This is an optimization exercise on Yosys and OpenROAD, whose aim is small area, a short achievable clock period and few clock cycles per item, not a production implementation.
RTL that was checked went through simulation tests only; none was proved equivalent to the original.

==> inputs of run G <==
==> flow/design.v <==
`timescale 1ns / 1ps
module unsignedDiv #(parameter N = 32)
                    (input valid, CLK, RST,
                     input [N-1:0] divisor, dividend,
                     output reg ready,
                     output [N-1:0] quotient, remainder);
    localparam CW = $clog2(N);
    reg run;                 
    reg [N-1:0] R, Q, D;
    reg [CW-1:0] cnt, la;
    assign quotient  = Q;
    assign remainder = R;
    function automatic [CW-1:0] lzc(input [N-1:0] x);
        reg [N-1:0] v;
        integer s;
        begin
            v = x;
            for (s = CW - 1; s >= 0; s = s - 1) begin
                lzc[s] = ~|(v >> (N - (1 << s)));
                if (lzc[s]) v = v << (1 << s);
            end
        end
    endfunction
    wire [CW:0] diff = {1'b0, cnt} - {1'b0, la};
    wire quick = diff[CW] | Q[0];
    function automatic [N:0] psub(input [N-1:0] a, input [N-1:0] b);
        reg [N-1:0] p, g, G, P;
        integer l, i;
        begin
            p = a ^ ~b;
            g = a & ~b;
            G = g; P = p;
            G[0] = g[0] | p[0];      
            for (l = 0; (1 << l) < N; l = l + 1)
                for (i = 0; i < N; i = i + 1)
                    if ((i >> l) & 1) begin
                        G[i] = G[i] | (P[i] & G[((i >> l) << l) - 1]);
                        P[i] = P[i] & P[((i >> l) << l) - 1];
                    end
            psub[N] = G[N-1];                        
            psub[N-1:0] = p ^ {G[N-2:0], 1'b1};
        end
    endfunction
    wire [N:0] sub = psub(R, D);
    wire ge = sub[N];
    always @(posedge CLK or posedge RST) begin
        if (RST) begin
            ready <= 1'b1;
            run <= 1'b0;
            R <= 0;
            Q <= 0;
        end else if (ready) begin
            if (valid) begin
                ready <= 1'b0;
                run <= 1'b0;
                R <= dividend;
                Q <= {N{~|divisor}};
            end
        end else if (!run) begin
            if (quick) ready <= 1'b1;
            else run <= 1'b1;
        end else begin
            if (ge) R <= sub[N-1:0];
            Q <= {Q[N-2:0], ge};
            if (cnt == 0) ready <= 1'b1;
        end
    end
    always @(posedge CLK) begin
        if (ready) begin
            D <= divisor;
            cnt <= lzc(divisor);
            la <= lzc(dividend);
        end else if (!run) begin
            D <= D << diff[CW-1:0];
            cnt <= diff[CW-1:0];
        end else begin
            D <= D >> 1;
            cnt <= cnt - 1'b1;
        end
    end
endmodule
==> flow/flow/run.sh <==
#!/bin/bash
set -euo pipefail
export BUFFER_PORTS_ARGS="-buffer_cell sky130_fd_sc_hd__buf_1"
bash standard.sh finish > standard_flow.log 2>&1
==> flow/standard.sh <==
#!/bin/bash
# synth_recipe.tcl (not shown) runs the flow's synth.tcl, then flattens the netlist and writes it again
# the make line also repeats each setting of config.mk as NAME=value (left out here)
make -C /OpenROAD-flow-scripts/flow DESIGN_CONFIG=/design/flow/config.mk WORK_HOME=/design/flow/orfs CLKGATE_MAP_FILE= SYNTH_SCRIPT=/design/flow/synth_recipe.tcl "${@:-finish}"
==> flow/config.mk <==
export PLATFORM = sky130hd
export DESIGN_NAME = unsignedDiv
export DESIGN_NICKNAME = unsignedDiv
export VERILOG_FILES = /design/flow/design.v
export SDC_FILE = /design/flow/constraint.sdc
export NUM_CORES = 4
export LEC_CHECK = 0
export ABC_AREA = 1
export CAP_MARGIN = 0
export CORE_MARGIN = 2
export CORE_UTILIZATION = 70
export SETUP_SLACK_MARGIN = 0.55
export SLEW_MARGIN = 0
==> flow/constraint.sdc <==
create_clock -name core_clock -period 3.5 [get_ports {CLK}]
set_input_delay 0.7000 -clock core_clock [delete_from_list [all_inputs] [get_ports {CLK}]]
set_output_delay 0.7000 -clock core_clock [all_outputs]
set_load 0.01 [all_outputs]
==> run A: changes against run G <==
==> flow/design.v, changed modules only <==
module unsignedDiv #(parameter N = 32)
                    (input valid, CLK, RST,
                     input [N-1:0] divisor, dividend,
                     output reg ready,
                     output [N-1:0] quotient, remainder);
    localparam CW = $clog2(N);
    reg run;                 
    reg [N-1:0] R, Q, D;
    reg [CW-1:0] cnt, la;
    assign quotient  = Q;
    assign remainder = R;
    function automatic [CW-1:0] lzc(input [N-1:0] x);
        reg [N-1:0] v;
        integer s;
        begin
            v = x;
            for (s = CW - 1; s >= 0; s = s - 1) begin
                lzc[s] = ~|(v >> (N - (1 << s)));
                if (lzc[s]) v = v << (1 << s);
            end
        end
    endfunction
    wire [CW:0] diff = {1'b0, cnt} - {1'b0, la};
    wire quick = diff[CW] | Q[0];
    function automatic [N:0] psub(input [N-1:0] a, input [N-1:0] b);
        reg [N-1:0] p, g, G, P;
        integer l, i;
        begin
            p = a ^ ~b; g = a & ~b; G = g; P = p;
            G[0] = g[0] | p[0];      
            for (l = 0; (1 << l) < N; l = l + 1)
                for (i = (2 << l) - 1; i < N; i = i + (2 << l)) begin
                    G[i] = G[i] | (P[i] & G[i - (1 << l)]);
                    P[i] = P[i] & P[i - (1 << l)];
                end
            for (l = 3; l >= 0; l = l - 1)
                for (i = (3 << l) - 1; i < N; i = i + (2 << l)) begin
                    G[i] = G[i] | (P[i] & G[i - (1 << l)]);
                    P[i] = P[i] & P[i - (1 << l)];
                end
            psub[N] = G[N-1];
            psub[N-1:0] = p ^ {G[N-2:0], 1'b1};
        end
    endfunction
    wire [N:0] sub = psub(R, D);
    wire ge = sub[N];
    always @(posedge CLK or posedge RST) begin
        if (RST) begin
            ready <= 1'b1;
            run <= 1'b0;
            R <= 0;
            Q <= 0;
        end else if (ready) begin
            if (valid) begin
                ready <= 1'b0;
                run <= 1'b0;
                R <= dividend;
                Q <= {N{~|divisor}};
            end
        end else if (!run) begin
            if (quick) ready <= 1'b1;
            else run <= 1'b1;
        end else begin
            if (ge) R <= sub[N-1:0];
            Q <= {Q[N-2:0], ge};
            if (cnt == 0) ready <= 1'b1;
        end
    end
    always @(posedge CLK) begin
        if (ready) begin
            D <= divisor;
            cnt <= lzc(divisor);
            la <= lzc(dividend);
        end else if (!run) begin
            D <= D << diff[CW-1:0];
            cnt <= diff[CW-1:0];
        end else begin
            D <= D >> 1;
            cnt <= cnt - 1'b1;
        end
    end
endmodule
- SETUP_SLACK_MARGIN: 0.55 -> 0.8
==> run P: changes against run G <==
- SETUP_SLACK_MARGIN: 0.55 -> 0.7
==> impl_results.md <==
* Post-synthesis sequential area ratio at between 20% and 30%
* Cell Area, Synth at roughly 8700 µm²
* First-pass GRT wire length at about 43000 µm
* Status: no timing/DRC/antenna violations
* Inverters excl. clock at between 100 and 150
* DP Wirelength at 21200 µm
* Vias in the first global route at approximately 8500
* Critical R2R Launch: cnt[0]
* Initial Util at around 72%
* Die footprint at between 10000 and 15000 µm²
* Postcts setup bufs at 1
(the above is from run G)
==> impl_results.md <==
* Die footprint at 13300 µm²
* Cell Area, Synth at just under 9000 µm²
* First-pass GRT wire length at between 40000 and 50000 µm
* Vias in the first global route at 8571
* Multi-input combinational cell count at 981
* Post-synthesis sequential area ratio at 29.5%
* Initial Util at between 70% and 80%
* DP Wirelength at 21400 µm
* Inverters excl. clock at approximately 150
* Postcts setup bufs at 2
* Status: no timing/DRC/antenna violations
* Critical R2R Launch: cnt[0]
(the above is from run P)
==> impl_results.md <==
* Initial Util at a little under three quarters
* Status: no timing/DRC/antenna violations
* First-pass GRT wire length at roughly 45000 µm
* Inverters excl. clock at 133
* Post-Synthesis Cells at around 1200
* CP bufs+invs at 2
* Die footprint at roughly 13000 µm²
* Unique cell type count in the Yosys netlist at a little under 50
* Vias in the first global route at around 8600
* Grt ovf at 0
* Tot GR Track Use at a little under half
* Cell Area, Synth at roughly 8200 µm²
* Critical R2R Launch: R[0]
* Postcts setup bufs at 12
* WHS at roughly 0.28 ns
* Post-synthesis sequential area ratio at around 31%
(the above is from run A)
Testbench counts of run G, summed over its fixed seeds: cycles 19,213, items 2,400.
Testbench counts of run P, summed over its fixed seeds: cycles 19,213, items 2,400.
Function not checked in run A: the RTL went through the layout flow alone.

-- re-timing with driven ports --
Ports are ideal in the flow. The routed layouts listed here were re-timed in OpenROAD. Step 1: set_driving_cell puts a clkbuf_16 on CLK and a buf_2 on each other input, an assumption about the parent block. Step 2 moves the port delays by t, midway between the first and last clock arrival at a register: inputs arrive t later, outputs are due t later. That takes back most of the time a late clock gives input paths. a / b / c = ideal / step 1 / step 2; a / b = the first two.
| run | t, ns | slack for setup (ns) | worst hold slack (ns) | worst data-port slew with drivers (ns) | pins driven straight from the clock port |
|---|---|---|---|---|---|
| run G | 0.402 | 0.631 / 0.631 / 0.631 | 0.401 / 0.379 / 0.519 | 0.04 | 1 |
| run A | 0.420 | 0.510 / 0.510 / 0.510 | 0.279 / 0.261 / 0.541 | 0.04 | 1 |
| run P | 0.415 | 0.632 / 0.632 / 0.632 | 0.247 / 0.226 / 0.517 | 0.04 | 1 |
After both steps every run listed still meets setup and hold.
